This design comes from an exercise in tuning for a short achievable clock period and few clock cycles on the open sky130 flow, not from production work. The RTL was checked by simulation tests, not by an equivalence proof against the original design. Power is estimated from default activity; no workload was simulated.

[flow/run.sh]
#!/bin/bash
# synth_recipe.tcl (not shown) runs the flow's synth.tcl, then flattens the netlist and writes it again
# the make line also repeats each setting of config.mk as NAME=value (left out here)
make -C /OpenROAD-flow-scripts/flow DESIGN_CONFIG=/design/flow/config.mk WORK_HOME=/design/flow/orfs CLKGATE_MAP_FILE= SYNTH_SCRIPT=/design/flow/synth_recipe.tcl finish
[flow/config.mk]
export PLATFORM = sky130hd
export DESIGN_NAME = cpu
export DESIGN_NICKNAME = cpu
export VERILOG_FILES = /design/flow/design.v
export SDC_FILE = /design/flow/constraint.sdc
export NUM_CORES = 4
export LEC_CHECK = 0
export CAP_MARGIN = 20
export CELL_PAD_IN_SITES_GLOBAL_PLACEMENT = 2
export CORE_MARGIN = 2
export CORE_UTILIZATION = 25
export PLACE_DENSITY = 0.4
export SLEW_MARGIN = 20
[flow/constraint.sdc]
create_clock -name core_clock -period 11.0 [get_ports {clk}]
set_input_delay 2.2000 -clock core_clock [delete_from_list [all_inputs] [get_ports {clk}]]
set_output_delay 2.2000 -clock core_clock [all_outputs]
set_load 0.01 [all_outputs]
[flow/design.v]
module alu(
    input [5:0]  i_mnemonic,
    input [31:0] i_src1,
    input [31:0] i_src2,
    output logic [31:0] o_ALUout
);
    always_comb begin
        unique case (i_mnemonic)
            6'b000001, 6'b001011: begin
                o_ALUout = i_src1 + i_src2;
            end
            6'b000010: begin
                o_ALUout = i_src1 - i_src2;
            end
            6'b000011, 6'b010001: begin
                o_ALUout = i_src1 << i_src2[4:0];
            end
            6'b000100, 6'b001100: begin
                o_ALUout = ($signed(i_src1) < $signed(i_src2)) ? 32'b1 : 32'b0;
            end
            6'b000101, 6'b001101: begin
                o_ALUout = ($unsigned(i_src1) < $unsigned(i_src2)) ? 32'b1 : 32'b0;
            end
            6'b000110, 6'b001110: begin
                o_ALUout = i_src1 ^ i_src2;
            end
            6'b000111, 6'b010010: begin
                o_ALUout = i_src1 >> i_src2[4:0];
            end
            6'b001000, 6'b010011: begin
                o_ALUout = $signed(i_src1) >>> i_src2[4:0];
            end
            6'b001001, 6'b001111: begin
                o_ALUout = i_src1 | i_src2;
            end
            6'b001010, 6'b010000: begin
                o_ALUout = i_src1 & i_src2;
            end
            6'b011111: begin
                o_ALUout = i_src1 + 32'd4;
            end
            6'b011110: begin
                o_ALUout = i_src1 + 32'd4;
            end
            6'b010100, 6'b010101, 6'b010110, 6'b011000, 6'b010111: begin
                o_ALUout = i_src1 + i_src2;
            end
            6'b011001, 6'b011010, 6'b011011: begin
                o_ALUout = i_src1 + i_src2;
            end
            6'b011101: begin
                o_ALUout = i_src1 + i_src2;
            end
            6'b011100: begin
                o_ALUout = i_src2;
            end
            default: begin
                o_ALUout = 32'b0;
            end
        endcase
    end
endmodule
module bju(
    input [5:0]  i_mnemonic,
    input [31:0] i_src1,
    input [31:0] i_src2,
    input [31:0] i_fw_rs1_data,
    input [31:0] i_imm,
    input [31:0] i_pc,
    output logic o_branch,
    output logic [31:0] o_branch_addr
);
    always_comb begin
        unique case (i_mnemonic)
            6'b100000: begin
                o_branch = (i_src1 == i_src2) ? 1'b1 : 1'b0;
                o_branch_addr = i_pc + i_imm;
            end
            6'b100001: begin
                o_branch = (i_src1 != i_src2) ? 1'b1 : 1'b0;
                o_branch_addr = i_pc + i_imm;
            end
            6'b100010: begin
                o_branch = ($signed(i_src1) < $signed(i_src2)) ? 1'b1 : 1'b0;
                o_branch_addr = i_pc + i_imm;
            end
            6'b100011: begin
                o_branch = ($signed(i_src1) >= $signed(i_src2)) ? 1'b1: 1'b0;
                o_branch_addr = i_pc + i_imm;
            end
            6'b100100: begin
                o_branch = ($unsigned(i_src1) < $unsigned(i_src2)) ? 1'b1 : 1'b0;
                o_branch_addr = i_pc + i_imm;
            end
            6'b100101: begin
                o_branch = ($unsigned(i_src1) >= $unsigned(i_src2)) ? 1'b1 : 1'b0;
                o_branch_addr = i_pc + i_imm;
            end 
            6'b011110: begin
                o_branch = 1'b1;
                o_branch_addr = i_pc + i_imm;
            end
            6'b011111: begin
                o_branch = 1'b1;
                o_branch_addr = i_imm + i_fw_rs1_data;
            end
            default: begin
                o_branch = 1'b0;
                o_branch_addr = 32'b0;
            end
        endcase
    end
endmodule
module forward(
    input           [ 4:0]  i_wb_rd_addr,
    input           [31:0]  i_wb_rd_data,
    input                   i_wb_rd_wr,
    input           [ 4:0]  i_mem_rd_addr,
    input           [31:0]  i_mem_rd_data,
    input                   i_mem_rd_wr,
    input           [ 4:0]  i_rs1_addr,
    input           [31:0]  i_rs1_data,
    input           [ 4:0]  i_rs2_addr,
    input           [31:0]  i_rs2_data,
    output  logic           forward_detect,
    output  logic   [31:0]  o_rs1_data,
    output  logic   [31:0]  o_rs2_data
);
    always_comb begin
        if (i_mem_rd_wr && (i_mem_rd_addr == i_rs1_addr) && i_rs1_addr != 5'b0) begin
            o_rs1_data = i_mem_rd_data;
        end else if (i_wb_rd_wr && (i_wb_rd_addr == i_rs1_addr) && i_rs1_addr != 5'b0) begin
            o_rs1_data = i_wb_rd_data;
        end else begin
            o_rs1_data = i_rs1_data;
        end
    end
    always_comb begin
        if (i_mem_rd_wr && (i_mem_rd_addr == i_rs2_addr) && i_rs2_addr != 5'b0) begin
            o_rs2_data = i_mem_rd_data;
        end else if (i_wb_rd_wr && (i_wb_rd_addr == i_rs2_addr) && i_rs2_addr != 5'b0) begin
            o_rs2_data = i_wb_rd_data;
        end else begin
            o_rs2_data = i_rs2_data;
        end
    end
endmodule
module id_ex(
    input                   clk,
    input                   rst,
    input           [ 5:0]  i_mnemonic,
    input           [31:0]  i_rs1_data,
    input           [31:0]  i_rs2_data,
    input           [ 4:0]  i_rd_addr,
    input                   i_rd_wr,
    input           [31:0]  i_imm,
    input                   i_ALUsrc1,
    input                   i_ALUsrc2,
    input           [31:0]  i_pc,
    input           [ 4:0]  i_rs1_addr,
    input           [ 4:0]  i_rs2_addr,
    input                   i_flush,
    input                   i_DM_OE,
    input                   i_ex_stall,
    output  logic   [ 5:0]  o_mnemonic,
    output  logic   [31:0]  o_rs1_data,
    output  logic   [31:0]  o_rs2_data,
    output  logic   [ 4:0]  o_rd_addr,
    output  logic           o_rd_wr,
    output  logic   [31:0]  o_imm,
    output  logic           o_ALUsrc1,
    output  logic           o_ALUsrc2,
    output  logic   [31:0]  o_pc,
    output  logic   [ 4:0]  o_rs1_addr,
    output  logic   [ 4:0]  o_rs2_addr,
    output  logic           o_DM_OE
);
    always_ff @(posedge clk, posedge rst) begin
        if (rst) begin
            o_mnemonic  <= 'd0;
            o_rs1_data  <= 'd0;
            o_rs2_data  <= 'd0;
            o_rd_addr   <= 'd0;
            o_rd_wr     <= 'd0;
            o_imm       <= 'd0;
            o_ALUsrc1   <= 'd0;
            o_ALUsrc2   <= 'd0;
            o_pc        <= 'd0;
            o_rs1_addr  <= 'd0;
            o_rs2_addr  <= 'd0;
            o_DM_OE     <= 'd0;
        end else if (i_flush || i_ex_stall) begin
            o_mnemonic  <= 'd0;
            o_rs1_data  <= 'd0;
            o_rs2_data  <= 'd0;
            o_rd_addr   <= 'd0;
            o_rd_wr     <= 'd0;
            o_imm       <= 'd0;
            o_ALUsrc1   <= 'd0;
            o_ALUsrc2   <= 'd0;
            o_pc        <= 'd0;
            o_rs1_addr  <= 'd0;
            o_rs2_addr  <= 'd0;
            o_DM_OE     <= 'd0;
        end else begin
            o_mnemonic  <= i_mnemonic;
            o_rs1_data  <= i_rs1_data;
            o_rs2_data  <= i_rs2_data;
            o_rd_addr   <= i_rd_addr;
            o_rd_wr     <= i_rd_wr;
            o_imm       <= i_imm;
            o_ALUsrc1   <= i_ALUsrc1;
            o_ALUsrc2   <= i_ALUsrc2;
            o_pc        <= i_pc;
            o_rs1_addr  <= i_rs1_addr;
            o_rs2_addr  <= i_rs2_addr;
            o_DM_OE     <= i_DM_OE;
        end
    end
endmodule
module exu(
    input                   clk,
    input                   rst,
    input           [ 4:0]  i_wb_rd_addr,
    input           [31:0]  i_wb_rd_data,
    input                   i_wb_rd_wr,
    input           [ 4:0]  i_mem_rd_addr,
    input           [31:0]  i_mem_rd_data,
    input                   i_mem_rd_wr,
    input           [ 5:0]  i_mnemonic,
    input           [31:0]  i_rs1_data,
    input           [31:0]  i_rs2_data,
    input           [ 4:0]  i_rd_addr,
    input                   i_rd_wr,
    input           [31:0]  i_imm,
    input                   i_ALUsrc1,
    input                   i_ALUsrc2,
    input           [31:0]  i_pc,
    input           [ 4:0]  i_rs1_addr,
    input           [ 4:0]  i_rs2_addr,
    input                   i_flush,
    input                   i_DM_OE,
    output  logic   [ 5:0]  o_mnemonic,
    output  logic   [ 4:0]  o_rd_addr,
    output  logic   [31:0]  o_ALUout,
    output  logic           o_rd_wr,
    output  logic   [31:0]  o_rs2_data,
    output  logic           o_flush,
    output  logic   [31:0]  o_branch_addr,
    output  logic           o_ex_stall
);
    logic [5:0] mnemonic;
    logic [31:0] rs1_data, rs2_data;
    logic [4:0] rd_addr, rs1_addr, rs2_addr;
    logic rd_wr, ALUsrc1, ALUsrc2;
    logic [31:0] imm;
    logic [31:0] ALUout;
    logic [31:0] src1, src2;
    logic [31:0] pc;
    logic branch, DM_OE;
    logic [31:0] fw_rs1_data, fw_rs2_data;
    logic [63:0] rdinst, rdcycle;
    id_ex id_ex0(
        .clk            (clk            ),
        .rst            (rst            ),
        .i_mnemonic     (i_mnemonic     ),
        .i_rs1_data     (i_rs1_data     ),
        .i_rs2_data     (i_rs2_data     ),
        .i_rd_addr      (i_rd_addr      ),
        .i_rd_wr        (i_rd_wr        ),
        .i_imm          (i_imm          ),
        .i_ALUsrc1      (i_ALUsrc1      ),
        .i_ALUsrc2      (i_ALUsrc2      ),
        .i_pc           (i_pc           ),
        .i_rs1_addr     (i_rs1_addr     ),
        .i_rs2_addr     (i_rs2_addr     ),
        .i_flush        (i_flush        ),
        .i_DM_OE        (i_DM_OE        ),
        .i_ex_stall     (o_ex_stall     ),
        .o_mnemonic     (mnemonic       ),
        .o_rs1_data     (rs1_data       ),
        .o_rs2_data     (rs2_data       ),
        .o_rd_addr      (rd_addr        ),
        .o_rd_wr        (rd_wr          ),
        .o_imm          (imm            ),
        .o_ALUsrc1      (ALUsrc1        ),
        .o_ALUsrc2      (ALUsrc2        ),
        .o_pc           (pc             ),
        .o_rs1_addr     (rs1_addr       ),
        .o_rs2_addr     (rs2_addr       ),
        .o_DM_OE        (DM_OE          )
    );
    forward forward0(   
        .i_wb_rd_addr   (i_wb_rd_addr   ),
        .i_wb_rd_data   (i_wb_rd_data   ),
        .i_wb_rd_wr     (i_wb_rd_wr     ),
        .i_mem_rd_addr  (i_mem_rd_addr  ),
        .i_mem_rd_data  (i_mem_rd_data  ),
        .i_mem_rd_wr    (i_mem_rd_wr    ),
        .i_rs1_addr     (rs1_addr       ),
        .i_rs1_data     (rs1_data       ),
        .i_rs2_addr     (rs2_addr       ),
        .i_rs2_data     (rs2_data       ),
        .o_rs1_data     (fw_rs1_data    ),
        .o_rs2_data     (fw_rs2_data    )
    );
    assign src1 = ALUsrc1 ? fw_rs1_data : pc;
    assign src2 = ALUsrc2 ? fw_rs2_data : imm;
    alu alu0(
        .i_mnemonic     (mnemonic       ),
        .i_src1         (src1           ),
        .i_src2         (src2           ),
        .o_ALUout       (ALUout         )
    );
    bju bju0(
        .i_mnemonic     (mnemonic       ),
        .i_src1         (src1           ),
        .i_src2         (src2           ),
        .i_fw_rs1_data  (fw_rs1_data    ),
        .i_imm          (imm            ),
        .i_pc           (pc             ),
        .o_branch       (branch         ),
        .o_branch_addr  (o_branch_addr  )
    );
    assign o_mnemonic   = mnemonic;
    assign o_rd_addr    = rd_addr;
    assign o_rd_wr      = rd_wr;
    assign o_rs2_data   = fw_rs2_data;
    assign o_ALUout     = ALUout;
    assign o_flush      = branch;
    always_comb begin
        if (DM_OE) begin
            o_ex_stall = (i_rs1_addr == rd_addr) || (i_rs2_addr == rd_addr);
        end else begin
            o_ex_stall = 1'b0;
        end
    end
endmodule
module if_id(
    input                   clk,
    input                   rst,
    input           [31:0]  i_pc,
    input           [31:0]  i_inst,
    output  logic   [31:0]  o_pc,
    output  logic   [31:0]  o_inst
);
    always_ff @(posedge clk, posedge rst) begin
        if (rst) begin
            o_pc <= 'd0;
        end else begin
            o_pc <= i_pc;
        end
    end
    assign o_inst = i_inst;
endmodule
module regs(
    input                   clk,
    input                   rst,
    input                   i_rd_wr,
    input           [ 4:0]  i_rd_addr,
    input           [ 4:0]  i_rs1_addr,
    input           [ 4:0]  i_rs2_addr,
    input           [31:0]  i_rd_data,
    output  logic   [31:0]  o_rs1_data,
    output  logic   [31:0]  o_rs2_data
);
    logic [31:0] rf [0:31];
    always_ff @(posedge clk, posedge rst) begin
        if (rst) begin
            for (int i = 0; i < 32; i++) begin
                rf[i] <= 'd0;
            end
        end else if (i_rd_wr) begin
            rf[i_rd_addr] <= i_rd_data;
        end else begin
            rf[i_rd_addr] <= rf[i_rd_addr];
        end
    end
    always_comb begin
        if (i_rs1_addr == 5'b0) begin
            o_rs1_data = 'd0;
        end else if (i_rd_wr && i_rd_addr == i_rs1_addr) begin
            o_rs1_data = i_rd_data;
        end else begin
            o_rs1_data = rf[i_rs1_addr];
        end
    end
    always_comb begin
        if (i_rs2_addr == 5'b0) begin
            o_rs2_data = 32'b0;
        end else if (i_rd_wr && i_rd_addr == i_rs2_addr) begin
            o_rs2_data = i_rd_data;
        end else begin
            o_rs2_data = rf[i_rs2_addr];
        end
    end
endmodule
module control(
    input           [31:0]  clk,
    input           [31:0]  i_inst,
    output  logic           o_rd_wr,
    output  logic   [31:0]  o_imm,
    output  logic           o_ALUsrc1,
    output  logic           o_ALUsrc2,
    output  logic   [ 5:0]  o_mnemonic,
    output  logic           o_DM_OE,
    output  logic   [ 4:0]  o_rd_addr,
    output  logic   [ 4:0]  o_rs1_addr,
    output  logic   [ 4:0]  o_rs2_addr
);
    logic [6:0] opcode;
    logic [2:0] funct3;
    assign opcode = i_inst[6:0];
    assign funct3 = i_inst[14:12];
    assign o_rd_addr  = i_inst[11:7];
    assign o_rs1_addr = i_inst[19:15];
    assign o_rs2_addr = i_inst[24:20];
    always_comb begin
        unique case (opcode)
            7'b0110011: begin
                o_rd_wr     = 1'b1;
                o_imm       = 32'b0;
                o_ALUsrc1   = 1'b1;
                o_ALUsrc2   = 1'b1;
                o_DM_OE     = 1'b0;
                unique case (funct3)
                    3'b000: o_mnemonic = i_inst[30] ? 6'b000010 : 6'b000001;
                    3'b001: o_mnemonic = 6'b000011;
                    3'b010: o_mnemonic = 6'b000100;
                    3'b011: o_mnemonic = 6'b000101;
                    3'b100: o_mnemonic = 6'b000110;
                    3'b101: o_mnemonic = i_inst[30] ? 6'b001000 : 6'b000111; 
                    3'b110: o_mnemonic = 6'b001001;
                    3'b111: o_mnemonic = 6'b001010;
                    default:o_mnemonic = 6'b000000;
                endcase
            end
            7'b0010011: begin
                o_rd_wr     = 1'b1;
                o_imm       = signed'(i_inst[31:20]);
                o_ALUsrc1   = 1'b1;
                o_ALUsrc2   = 1'b0;
                o_DM_OE     = 1'b0;
                unique case (funct3)
                    3'b000: o_mnemonic = 6'b001011;
                    3'b010: o_mnemonic = 6'b001100;
                    3'b011: o_mnemonic = 6'b001101;
                    3'b100: o_mnemonic = 6'b001110;
                    3'b110: o_mnemonic = 6'b001111;
                    3'b111: o_mnemonic = 6'b010000;
                    3'b001: o_mnemonic = 6'b010001;
                    3'b101: o_mnemonic = i_inst[30] ? 6'b010011 : 6'b010010; 
                    default:o_mnemonic = 6'b000000;
                endcase
            end
            7'b0000011: begin
                o_rd_wr     = 1'b1;
                o_imm       = signed'(i_inst[31:20]);
                o_ALUsrc1   = 1'b1;
                o_ALUsrc2   = 1'b0;
                o_DM_OE     = 1'b1;
                unique case (funct3)
                    3'b000: o_mnemonic = 6'b010100;
                    3'b001: o_mnemonic = 6'b010101;
                    3'b010: o_mnemonic = 6'b010110;
                    3'b100: o_mnemonic = 6'b010111;
                    3'b101: o_mnemonic = 6'b011000;
                    default:o_mnemonic = 6'b000000;
                endcase
            end
            7'b0100011: begin
                o_rd_wr     = 1'b0;
                o_imm       = signed'({i_inst[31:25], i_inst[11:7]});
                o_ALUsrc1   = 1'b1;
                o_ALUsrc2   = 1'b0;
                o_DM_OE     = 1'b0;
                unique case (funct3)
                    3'b000: o_mnemonic = 6'b011001;
                    3'b001: o_mnemonic = 6'b011010;
                    3'b010: o_mnemonic = 6'b011011;
                    default:o_mnemonic = 6'b000000;
                endcase
            end
            7'b0110111: begin
                o_rd_wr     = 1'b1;
                o_imm       = {i_inst[31:12], 12'b0};
                o_mnemonic  = 6'b011100;
                o_ALUsrc1   = 1'b0;
                o_ALUsrc2   = 1'b0;
                o_DM_OE     = 1'b0;
            end
            7'b0010111: begin
                o_rd_wr     = 1'b1;
                o_imm       = {i_inst[31:12], 12'b0};
                o_mnemonic  = 6'b011101;
                o_ALUsrc1   = 1'b0;
                o_ALUsrc2   = 1'b0;
                o_DM_OE     = 1'b0;
            end
            7'b1101111: begin
                o_rd_wr     = 1'b1;
                o_imm       = signed'({i_inst[31], i_inst[19:12], i_inst[20], i_inst[30:21], 1'b0});
                o_mnemonic  = 6'b011110;
                o_ALUsrc1   = 1'b0;
                o_ALUsrc2   = 1'b0;
                o_DM_OE     = 1'b0;
            end
            7'b1100111: begin
                o_rd_wr     = 1'b1;
                o_imm       = signed'({i_inst[31:20]});
                o_mnemonic  = 6'b011111;
                o_ALUsrc1   = 1'b0;
                o_ALUsrc2   = 1'b0;
                o_DM_OE     = 1'b0;
            end
            7'b1100011: begin
                o_rd_wr     = 1'b0;
                o_imm       = signed'({i_inst[31], i_inst[7], i_inst[30:25], i_inst[11:8], 1'b0});
                o_ALUsrc1   = 1'b1;
                o_ALUsrc2   = 1'b1;
                o_DM_OE     = 1'b0;
                unique case (funct3)
                    3'b000: o_mnemonic = 6'b100000;
                    3'b001: o_mnemonic = 6'b100001;
                    3'b100: o_mnemonic = 6'b100010;
                    3'b101: o_mnemonic = 6'b100011;
                    3'b110: o_mnemonic = 6'b100100;
                    3'b111: o_mnemonic = 6'b100101;
                    default:o_mnemonic = 6'b000000;
                endcase
            end
            default: begin
                o_mnemonic  = 6'b000000;
                o_rd_wr     = 1'b0;
                o_imm       = 32'b0;
                o_ALUsrc1   = 1'b0;
                o_ALUsrc2   = 1'b0;
                o_DM_OE     = 1'b0;
            end
        endcase
    end
endmodule
module idu(
    input                   clk,
    input                   rst,
    input           [31:0]  i_pc,
    input           [31:0]  i_inst,
    input           [31:0]  i_rd_data,
    input           [ 4:0]  i_rd_addr,
    input                   i_rd_wr,
    output  logic   [ 5:0]  o_mnemonic,
    output  logic   [31:0]  o_rs1_data,
    output  logic   [31:0]  o_rs2_data,
    output  logic   [ 4:0]  o_rd_addr,
    output  logic   [ 4:0]  o_rs1_addr,
    output  logic   [ 4:0]  o_rs2_addr,
    output  logic           o_rd_wr,
    output  logic   [31:0]  o_imm,
    output  logic           o_ALUsrc1,
    output  logic           o_ALUsrc2,
    output  logic           o_DM_OE,
    output  logic   [31:0]  o_pc
);
    logic [31:0] inst;
    if_id if_id0(
        .clk            (clk        ),
        .rst            (rst        ),
        .i_pc           (i_pc       ),
        .i_inst         (i_inst     ),
        .o_pc           (o_pc       ),
        .o_inst         (inst       )
    );
    control control0(
        .i_inst         (inst       ),
        .o_rd_wr        (o_rd_wr    ),
        .o_imm          (o_imm      ),
        .o_ALUsrc1      (o_ALUsrc1  ),
        .o_ALUsrc2      (o_ALUsrc2  ),
        .o_mnemonic     (o_mnemonic ),
        .o_DM_OE        (o_DM_OE    ),
        .o_rd_addr      (o_rd_addr  ),
        .o_rs1_addr     (o_rs1_addr ),
        .o_rs2_addr     (o_rs2_addr )
    );
    regs regs0(
        .clk            (clk        ),
        .rst            (rst        ),
        .i_rd_wr        (i_rd_wr    ),
        .i_rd_addr      (i_rd_addr  ),
        .i_rd_data      (i_rd_data  ),
        .i_rs1_addr     (o_rs1_addr ),
        .i_rs2_addr     (o_rs2_addr ),
        .o_rs1_data     (o_rs1_data ),
        .o_rs2_data     (o_rs2_data )
    );
endmodule
module ifu(
    input                   clk,
    input                   rst,
    input           [31:0]  i_inst,
    input           [31:0]  i_branch_addr,
    input                   i_flush,
    input                   i_ex_stall,
    output  logic   [31:0]  o_IM_addr,
    output  logic   [31:0]  o_inst
);
    logic [31:0] pc;
    always_ff @(posedge clk, posedge rst) begin
        if (rst) begin
            pc <= 'd0;
        end else begin
            if (i_flush == 'd1) begin
                pc <= i_branch_addr + 'd4;
            end else if (i_ex_stall == 1'd1) begin
                pc <= pc;
            end else begin
                pc <= pc + 'd4;
            end
        end
    end
    assign o_inst   = i_inst;
    always_comb begin
        if (i_flush == 1'b1) begin
            o_IM_addr = i_branch_addr;
        end else if (i_ex_stall) begin
            o_IM_addr = pc -'d4;
        end else begin
            o_IM_addr = pc;
        end
    end
endmodule
module ex_mem(
    input                   clk,
    input                   rst,
    input                   i_rd_wr,
    input           [ 4:0]  i_rd_addr,
    input           [ 5:0]  i_mnemonic,
    input           [31:0]  i_ALUout,
    input           [31:0]  i_rs2_data,
    output  logic           o_rd_wr,
    output  logic   [ 4:0]  o_rd_addr,
    output  logic   [ 5:0]  o_mnemonic,
    output  logic   [31:0]  o_ALUout,
    output  logic   [31:0]  o_rs2_data
);
    always_ff @(posedge clk, posedge rst) begin
        if (rst) begin
            o_rd_wr     <= 'd0;
            o_rd_addr   <= 'd0;
            o_mnemonic  <= 'd0;
            o_ALUout    <= 'd0;
            o_rs2_data  <= 'd0;
        end else begin
            o_rd_wr     <= i_rd_wr;
            o_rd_addr   <= i_rd_addr;
            o_mnemonic  <= i_mnemonic;
            o_ALUout    <= i_ALUout;
            o_rs2_data  <= i_rs2_data;
        end
    end
endmodule
module store(
    input           [ 5:0]  i_mnemonic,
    input           [31:0]  i_ALUout,
    input           [31:0]  i_rs2_data,
    output  logic           o_DM_CS,
    output  logic   [ 3:0]  o_DM_WEB,
    output  logic   [31:0]  o_DM_addr,
    output  logic   [31:0]  o_DM_DI
);
    assign o_DM_addr = i_ALUout;
    always_comb begin
        unique case (i_mnemonic) 
            6'b011011: begin
                o_DM_CS     = 1'b1;
                o_DM_DI     = i_rs2_data;
                o_DM_WEB    = 4'b0000;
            end
            6'b011001: begin
                o_DM_CS     = 1'b1;
                o_DM_DI     = {4{i_rs2_data[7:0]}};
                unique case (i_ALUout[1:0])
                    2'b00: o_DM_WEB = 4'b1110;
                    2'b01: o_DM_WEB = 4'b1101;
                    2'b10: o_DM_WEB = 4'b1011;
                    2'b11: o_DM_WEB = 4'b0111;
                endcase
            end
            6'b011010: begin
                o_DM_CS     = 1'b1;
                o_DM_DI     = {2{i_rs2_data[15:0]}};
                o_DM_WEB    = i_ALUout[1] ? 4'b0011 : 4'b1100;
            end
            6'b010110, 6'b010100, 6'b010111, 6'b010101, 6'b011000: begin
                o_DM_CS     = 1'b1;
                o_DM_DI     = 32'b0;
                o_DM_WEB    = 4'b1111;
            end
            default: begin
                o_DM_CS     = 1'b0;
                o_DM_DI     = 32'b0;
                o_DM_WEB    = 4'b1111;
            end
        endcase
    end
endmodule
module memu(
    input                   clk,
    input                   rst,
    input           [ 5:0]  i_mnemonic,
    input           [ 4:0]  i_rd_addr,
    input           [31:0]  i_ALUout,
    input                   i_rd_wr,
    input           [31:0]  i_rs2_data,
    output  logic   [ 5:0]  o_mnemonic,
    output  logic   [ 4:0]  o_rd_addr,
    output  logic   [31:0]  o_ALUout,
    output  logic           o_rd_wr,
    output  logic           o_DM_CS,
    output  logic   [ 3:0]  o_DM_WEB,
    output  logic   [31:0]  o_DM_addr,
    output  logic   [31:0]  o_DM_DI
);
    logic [5:0] mnemonic;
    logic [31:0] rs2_data;
    logic [31:0] ALUout;
    ex_mem ex_mem0(
        .clk        (clk        ),
        .rst        (rst        ),
        .i_mnemonic (i_mnemonic ),
        .i_rd_addr  (i_rd_addr  ),
        .i_ALUout   (i_ALUout   ),
        .i_rd_wr    (i_rd_wr    ),
        .i_rs2_data (i_rs2_data ),
        .o_mnemonic (mnemonic   ),
        .o_rd_addr  (o_rd_addr  ),
        .o_ALUout   (ALUout     ),
        .o_rd_wr    (o_rd_wr    ),
        .o_rs2_data (rs2_data   )
    );
    store store0(
        .i_mnemonic (mnemonic   ),
        .i_ALUout   (ALUout     ),
        .i_rs2_data (rs2_data   ),
        .o_DM_CS    (o_DM_CS    ),
        .o_DM_WEB   (o_DM_WEB   ),
        .o_DM_addr  (o_DM_addr  ),
        .o_DM_DI    (o_DM_DI    )
    );
    assign o_ALUout   = ALUout;
    assign o_mnemonic = mnemonic;
endmodule
module mem_wb(
    input                   clk,
    input                   rst,
    input           [ 5:0]  i_mnemonic,
    input           [ 4:0]  i_rd_addr,
    input           [31:0]  i_ALUout,
    input                   i_rd_wr,
    output  logic   [ 5:0]  o_mnemonic,
    output  logic   [ 4:0]  o_rd_addr,
    output  logic   [31:0]  o_ALUout,
    output  logic           o_rd_wr
);
    always_ff @(posedge clk, posedge rst) begin
        if (rst) begin
            o_rd_addr   <= 'd0;
            o_ALUout    <= 'd0;
            o_rd_wr     <= 'd0;
            o_mnemonic  <= 'd0;
        end else begin
            o_rd_addr   <= i_rd_addr;
            o_ALUout    <= i_ALUout;
            o_rd_wr     <= i_rd_wr;
            o_mnemonic  <= i_mnemonic;
        end
    end
endmodule
module load(
    input           [ 5:0]  i_mnemonic,
    input           [31:0]  i_ALUout,
    input           [31:0]  i_DM_DI,
    output  logic   [31:0]  o_rd_data,
    output  logic           o_DM_OE
);
    always_comb begin
        unique case (i_mnemonic)
            6'b010110: begin
                o_DM_OE     = 1'b1;
                o_rd_data   = i_DM_DI;
            end
            6'b010101: begin
                o_DM_OE     = 1'b1;
                o_rd_data   = i_ALUout[1] ? signed'(i_DM_DI[31:16]) : signed'(i_DM_DI[15:0]);
            end
            6'b010100: begin
                o_DM_OE = 1'b1;
                unique case (i_ALUout[1:0])
                    2'b00: o_rd_data = signed'(i_DM_DI[ 7: 0]);
                    2'b01: o_rd_data = signed'(i_DM_DI[15: 8]);
                    2'b10: o_rd_data = signed'(i_DM_DI[23:16]);
                    2'b11: o_rd_data = signed'(i_DM_DI[31:24]);
                endcase
            end
            6'b011000: begin
                o_DM_OE = 1'b1;
                o_rd_data = i_ALUout[1] ? i_DM_DI[31:16] : i_DM_DI[15:0];
            end
            6'b010111: begin
                o_DM_OE = 1'b1;
                unique case (i_ALUout[1:0])
                    2'b00: o_rd_data = i_DM_DI[ 7: 0];
                    2'b01: o_rd_data = i_DM_DI[15: 8];
                    2'b10: o_rd_data = i_DM_DI[23:16];
                    2'b11: o_rd_data = i_DM_DI[31:24];
                endcase
            end
            default: begin
                o_DM_OE = 1'b0;
                o_rd_data = i_ALUout;
            end
        endcase
    end
endmodule
module wbu(
    input                   clk,
    input                   rst,
    input           [ 5:0]  i_mnemonic,
    input           [ 4:0]  i_rd_addr,
    input           [31:0]  i_ALUout,
    input                   i_rd_wr,
    input           [31:0]  i_DM_DI,
    output  logic   [ 4:0]  o_rd_addr,
    output  logic   [31:0]  o_rd_data,
    output  logic           o_rd_wr,
    output  logic           o_DM_OE
);
    logic load_inst;
    logic [31:0] ALUout;
    logic [5:0] mnemonic;
    mem_wb mem_wb0(
        .clk        (clk        ),
        .rst        (rst        ),
        .i_rd_addr  (i_rd_addr  ),
        .i_ALUout   (i_ALUout   ),
        .i_rd_wr    (i_rd_wr    ),
        .i_mnemonic (i_mnemonic ),
        .o_rd_addr  (o_rd_addr  ),
        .o_ALUout   (ALUout     ),
        .o_rd_wr    (o_rd_wr    ),
        .o_mnemonic (mnemonic   )
    );
    load load0(
        .i_mnemonic (mnemonic   ),
        .i_ALUout   (ALUout     ),
        .i_DM_DI    (i_DM_DI    ),
        .o_rd_data  (o_rd_data  ),
        .o_DM_OE    (o_DM_OE    )
    );
endmodule
module cpu(
    input clk,
    input rst,
    input [31:0] i_IM_inst,
    input [31:0] i_DM_DI,
    output logic [31:0] o_IM_addr,
    output logic        o_DM_CS,
    output logic [3:0]  o_DM_WEB,
    output logic [31:0] o_DM_addr,
    output logic [31:0] o_DM_DI
);
    logic [31:0] if_inst;
    logic [5:0]  id_mnemonic;
    logic [31:0] id_pc, id_rs1_data, id_rs2_data, id_imm;
    logic [4:0]  id_rd_addr, id_rs1_addr, id_rs2_addr;
    logic        id_rd_wr, id_ALUsrc1, id_ALUsrc2, id_DM_OE;
    logic [5:0]  ex_mnemonic;
    logic [4:0]  ex_rd_addr;
    logic [31:0] ex_ALUout, ex_rs2_data, ex_branch_addr;
    logic        ex_rd_wr, ex_flush, ex_stall;
    logic [4:0]  mem_rd_addr;
    logic [31:0] mem_ALUout;
    logic        mem_rd_wr;
    logic [5:0]  mem_mnemonic;
    logic [4:0]  wb_rd_addr;
    logic [31:0] wb_rd_data;
    logic        wb_rd_wr;
    ifu ifu0(
        .clk(clk),
        .rst(rst),
        .i_inst(i_IM_inst),
        .i_flush(ex_flush),
        .i_branch_addr(ex_branch_addr),
        .i_ex_stall(ex_stall),
        .o_inst(if_inst),
        .o_IM_addr(o_IM_addr)
    );
    idu idu0(
        .clk(clk),
        .rst(rst),
        .i_pc(o_IM_addr),
        .i_inst(if_inst),
        .i_rd_data(wb_rd_data),
        .i_rd_addr(wb_rd_addr),
        .i_rd_wr(wb_rd_wr),
        .o_mnemonic(id_mnemonic),
        .o_rs1_data(id_rs1_data),
        .o_rs2_data(id_rs2_data),
        .o_rd_addr(id_rd_addr),
        .o_rd_wr(id_rd_wr),
        .o_imm(id_imm),
        .o_ALUsrc1(id_ALUsrc1),
        .o_ALUsrc2(id_ALUsrc2),
        .o_pc(id_pc),
        .o_rs1_addr(id_rs1_addr),
        .o_rs2_addr(id_rs2_addr),
        .o_DM_OE(id_DM_OE)
    );
    exu exu0(
        .clk(clk),
        .rst(rst),
        .i_wb_rd_addr(wb_rd_addr),
        .i_wb_rd_data(wb_rd_data),
        .i_wb_rd_wr(wb_rd_wr),
        .i_mem_rd_addr(mem_rd_addr),
        .i_mem_rd_data(mem_ALUout),
        .i_mem_rd_wr(mem_rd_wr),
        .i_mnemonic(id_mnemonic),
        .i_rs1_data(id_rs1_data),
        .i_rs2_data(id_rs2_data),
        .i_rd_addr(id_rd_addr),
        .i_rd_wr(id_rd_wr),
        .i_imm(id_imm),
        .i_ALUsrc1(id_ALUsrc1),
        .i_ALUsrc2(id_ALUsrc2),
        .i_pc(id_pc),
        .i_rs1_addr(id_rs1_addr),
        .i_rs2_addr(id_rs2_addr),
        .i_flush(ex_flush),
        .i_DM_OE(id_DM_OE),
        .o_mnemonic(ex_mnemonic),
        .o_rd_addr(ex_rd_addr),
        .o_ALUout(ex_ALUout),
        .o_rd_wr(ex_rd_wr),
        .o_rs2_data(ex_rs2_data),
        .o_flush(ex_flush),
        .o_branch_addr(ex_branch_addr),
        .o_ex_stall(ex_stall)
    );
    memu memu0(
        .clk(clk),
        .rst(rst),
        .i_mnemonic(ex_mnemonic),
        .i_rd_addr(ex_rd_addr),
        .i_ALUout(ex_ALUout),
        .i_rd_wr(ex_rd_wr),
        .i_rs2_data(ex_rs2_data),
        .o_mnemonic(mem_mnemonic),
        .o_rd_addr(mem_rd_addr),
        .o_ALUout(mem_ALUout),
        .o_rd_wr(mem_rd_wr),
        .o_DM_CS(o_DM_CS),
        .o_DM_WEB(o_DM_WEB),
        .o_DM_addr(o_DM_addr),
        .o_DM_DI(o_DM_DI)
    );
    wbu wbu0(
        .clk(clk),
        .rst(rst),
        .i_mnemonic(mem_mnemonic),
        .i_rd_addr(mem_rd_addr),
        .i_ALUout(mem_ALUout),
        .i_rd_wr(mem_rd_wr),
        .i_DM_DI(i_DM_DI),
        .o_rd_addr(wb_rd_addr),
        .o_rd_data(wb_rd_data),
        .o_rd_wr(wb_rd_wr),
        .o_DM_OE()
    );
endmodule
==> run notes <==
==> layout make-up <==
cell class | count | area share [%]
Antenna cell | 30 | 0.0764
Clock buffer | 270 | 5.62
Clock inverter | 66 | 0.873
Inverter | 135 | 0.522
Multi-Input combinational cell | 7245 | 46.1
Sequential cell | 1361 | 34.7
Tap cell | 4346 | 5.53
Timing Repair Buffer | 735 | 6.65
==> power by group through the flow <==
stage	sequential [mW]	combinational (mW)	clock (mW)
after global routing	7.99	4.19	6.89
final	7.91	3.88	6.58
after global placement	7.92	3.79	0
after CTS	7.82	3.83	6.70
after floorplan	7.08	2.33	0
after detailed placement	7.89	3.82	0
==> cells by family after synthesis <==
group                    share of synthesized area, %
adder cells (fa/ha/maj)                          2.07
AND/OR/NAND/NOR                                  16.2
buffers and inverters                            4.84
flip-flops                                       41.4
AO/OA/AOI/OAI                                    30.9
multiplexers                                     2.66
XOR/XNOR                                         1.96
==> routing by layer <==
layer | GRT usage, % | vias up | wire, um | share of wire [%]
met5 | 0 | - | 71 | 0.011
met4 | 21.0 | 10 | 42200 | 6.7
met3 | 8.47 | 1675 | 50600 | 8.1
met2 | 56.9 | 5671 | 279000 | 44
met1 | 46.2 | 46800 | 256000 | 41
li1 | - | 36300 | - | -
==> final timing paths <==
| path | cells past startpoint | slack, ns | from | end |
|---|---|---|---|---|
| setup / recovery | 24 | 0.22 | i_DM_DI[7] | o_IM_addr[0] |
| hold / removal | 0 | 0.36 | exu0.id_ex0.o_rd_wr | memu0.ex_mem0.o_rd_wr |
| setup reg to reg | 30 | 2.27 | wbu0.mem_wb0.o_mnemonic[1] | ifu0.pc[30] |
| hold reg to reg | 0 | 0.36 | exu0.id_ex0.o_rd_wr | memu0.ex_mem0.o_rd_wr |
| max in group asynchronous | 4 | 7.13 | rst | idu0.regs0.rf[16][16] |
| min in group asynchronous | 2 | 1.74 | rst | wbu0.mem_wb0.o_ALUout[5] |
==> flip-flops by register name, summed over array words and instances (netlist names), 5 cells and up <==
name / count
exu0.id_ex0.o_imm: 32
exu0.id_ex0.o_mnemonic: 6
exu0.id_ex0.o_pc: 32
exu0.id_ex0.o_rd_addr: 5
exu0.id_ex0.o_rs1_addr: 5
exu0.id_ex0.o_rs1_data: 32
exu0.id_ex0.o_rs2_addr: 5
exu0.id_ex0.o_rs2_data: 32
idu0.if_id0.o_pc: 32
idu0.regs0.rf: 1024
ifu0.pc: 32
memu0.ex_mem0.o_ALUout: 32
memu0.ex_mem0.o_mnemonic: 6
memu0.ex_mem0.o_rd_addr: 5
memu0.ex_mem0.o_rs2_data: 32
wbu0.mem_wb0.o_ALUout: 32
wbu0.mem_wb0.o_mnemonic: 6
wbu0.mem_wb0.o_rd_addr: 5
==> repair_timing <==
action,4_1_cts,5_1_grt
gates resized for setup,0,10
hold endpoints to repair,0,0
endpoints found under the setup margin,0,29
buffers inserted,0,0
==> stage by stage <==
stage               total power, mW  hold slack (ns)  setup WS [ns]
floorplan                      9.41            0.331         -10.03
global placement               11.7            0.350       -0.00824
detailed placement             11.7            0.352          0.111
CTS                            18.4            0.359         0.0716
global route                   19.1            0.365         0.0224
finish                         18.4            0.355          0.217
==> cell usage in the layout, fill, tap and decap left out, types with 27 or more instances in the layout <==
cell type / instances
a211oi_1: 70
a21o_1: 72
a21oi_1: 1260
a21oi_2: 36
a221oi_1: 349
a222oi_1: 65
a22o_1: 311
a22oi_1: 724
a31oi_1: 41
and2_1: 32
and3_1: 80
buf_12: 48
buf_4: 521
clkbuf_1: 35
clkbuf_16: 192
clkbuf_8: 43
clkdlybuf4s50_1: 166
clkinv_2: 27
dfrtp_1: 1357
diode_2: 30
ha_1: 131
inv_1: 116
mux2i_1: 170
nand2_1: 521
nand2b_1: 39
nand3_1: 160
nand4_1: 253
nor2_1: 1388
nor2_4: 90
nor3_1: 178
nor4_1: 43
o211ai_1: 31
o21ai_0: 389
o21ai_1: 31
o221ai_1: 33
o22ai_1: 47
o32ai_1: 36
or3_1: 30
xnor2_1: 137
xor2_1: 47
==> cells in the mapped netlist (21+ instances only) <==
cell type  instances  share of area [%]
nor2_1          1479                6.8
dfrtp_1         1361                 41
a21oi_1         1298                7.9
clkbuf_1         830                3.8
a22oi_1          724                6.6
nand2_1          525                2.4
o21ai_0          393                2.4
a221oi_1         353                3.8
a22o_1           311                3.3
nand4_1          253                1.9
nor3_1           190                1.2
mux2i_1          172                2.1
nand3_1          161               0.98
xnor2_1          137                1.5
ha_1             131                2.0
inv_1            118               0.54
and3_1            80               0.61
a21o_1            72               0.66
a211oi_1          70               0.64
a222oi_1          65               0.79
nor4_1            54               0.41
buf_1             53               0.24
o22ai_1           47               0.36
xor2_1            47               0.50
a31oi_1           41               0.31
nand2b_1          39               0.30
o32ai_1           36               0.38
o221ai_1          33               0.35
and2_1            32               0.24
o21ai_1           32               0.19
o211ai_1          31               0.28
or3_1             30               0.23
nor2b_1           26               0.20
buf_2             24               0.15
a211o_1           21               0.22
==> critical path, delay by kind of cell <==
kind	cells	cell delay (ns)
AOI/OAI and AO/OA	4	1.01
muxes	4	1.83
adders and majority gates	1	0.34
and+or+nand+nor	7	1.24
buffers and inverters	7	1.88
xor gates and xnor gates	1	0.05
==> qor.csv <==
stage,metric,value,unit
outcome,status,timing/DRC/antenna clean,
yosys,post-synthesis cell type count,103,
yosys,Synth Flop Type,dfrtp_1,
critical_path,critical path's slowest cell,mux4_2,
grt,first-pass GRT wire length,830000,um
die,row count,210,
power_and_ir_drop,pwr dens,187,nW/um2
critical_path,crit-path max cell delay,0.70,ns
grt,largest net degree at the start of global routing,146,
sta,final hold vios,0,
place,port bufs,166,
yosys,Avg Inst Size Synth,8.52,um2
clock_network,CTS tree,built,
sta,setup TNS,0,ns
finish,Storage cell area,34100,um2
route,Via density,6.37,
power_and_ir_drop,Max VDD drop,0.116,mV
yosys,Synth Register Bits,1361,
power_and_ir_drop,clock share of power,35.8,%
finish,"Core Util, Final",30.0,%
place,placed instance area,91800,um2
yosys,syn_nets,9852,
clock_network,clk sink count,1361,
clock_network,clk slew on worst S/H paths,0.05,ns
clock_network,"Clk Latency, worst-skew pair",0.95,ns
hold_path,type of the worst min-delay path,register to register,
power_and_ir_drop,switching pwr,7.00,mW
route,Vias,90400,
yosys,Synth async-reset ratio,100,%
critical_path,CP Launch Type,input pin,
finish,area delta synth->final,19.5,%
route,drc violations,0,
yosys,Synth warnings,14,
route,Routed Antenna Nets,0,
clock_network,Root Driver,clkbuf_16,
place,gpl congestion,0.924,
route,final WL,628000,um
sta,RSZ-0062 raised after global routing,false,
critical_path,CP Max Fanout,27,
grt,initial antenna violation count,43,
critical_path,"Top cell by count, worst path",buf_4,
critical_path,WP data required,8.80,ns
route,drt wl/cell,44.2,um
finish,Final #Nets,9866,
power_and_ir_drop,Flop pwr share,43.1,%
critical_path,Worst Setup End Kind,output port,
clock_network,H-tree depth,4,
power_and_ir_drop,Internal,11.4,mW
yosys,register area share after synthesis,41.4,%
critical_path,cells along the critical path,clkdlybuf4s50_1 -> mux4_2 -> a221oi_2 -> nor2_1 -> mux2i_1 -> o21ai_0 -> mux2i_1 -> inv_1 -> ha_1 -> nor4bb_1 -> buf_4 -> nand4_1 -> nor4_2 -> buf_4 -> xnor2_1 -> o31ai_1 -> o21ai_1 -> mux2_2 -> nand2_4 -> buf_12 -> buf_4 -> nand2_1 -> nand2_1 -> clkdlybuf4s50_1,
die,core footprint,327000,um2
sta,max-slew violation count,0,
die,DIE WIDTH,577,um
yosys,post-synthesis cell count,9652,
finish,layout cells sized above 1,11.9,%
critical_path,crit path kind,input pin to output port,
run,Max-Cap Viols,0,
yosys,Post-synth EDFFs,0,
clock_network,CTS Buffer Depth,4,
die,die height,577,um
power_and_ir_drop,leakage,37.8,nW
sta,# setup viols final,0,
power_and_ir_drop,Sw Share,38.1,%
clock_network,hold_buf cts,0,
grt,vias in the first global route,85200,
sta,"Min Clock Period, post-route",10.78,ns
route,Initial DRC Count,12200,
place,placed cells,13800,
die,IO Pins,167,
sta,Max-slew headroom,9.73,%
power_and_ir_drop,Logic pwr share,21.1,%
place,DP Wirelength,415000,um
route,drt first pass iters,9,
finish,Final Non-Filler Cells,14200,
grt,Overflow after GRT,0,
clock_network,total CTS buffers,188,
grt,Total GRT Usage,36.5,%
finish,Final Instance Area,98300,um2
finish,area of the multi-input gates,45300,um2
finish,fillers,34800,
sta,final period utilization,98.0,%
critical_path,Worst EP arrival,8.58,ns
sta,f_max,92.7,MHz
yosys,"Cell Area, Synth",82200,um2
die,Die Footprint,333000,um2
sta,worst slew pin tran,1.35,ns
die,Initial Util,25.1,%
sta,Clock Skew,0.111,ns
Testbench counts, summed over its fixed seeds: cycles 338,767.

port drivers added, routing unchanged:
In the flow no input, the clock included, has a driving cell. The finished layout below was timed again as built, in two steps. Step 1: set_driving_cell puts a clkbuf_16 on clk and a buf_2 on each other input, an assumption about the parent block. Step 2 also shifts input and output timing later by t, the mid clock arrival at the registers, as if the neighbouring blocks saw the same clock. Three values: ideal, step 1, step 2; two values: the first two.
shift t [ns]: 0.996
slack for setup (ns): 0.217 / 0.182 / 0.182
pins driven straight from the clock port: 1
After both steps this run still meets setup and hold. For this run, drivers alone change the setup slack by -0.035 ns; drivers and shift together by -0.035 ns.
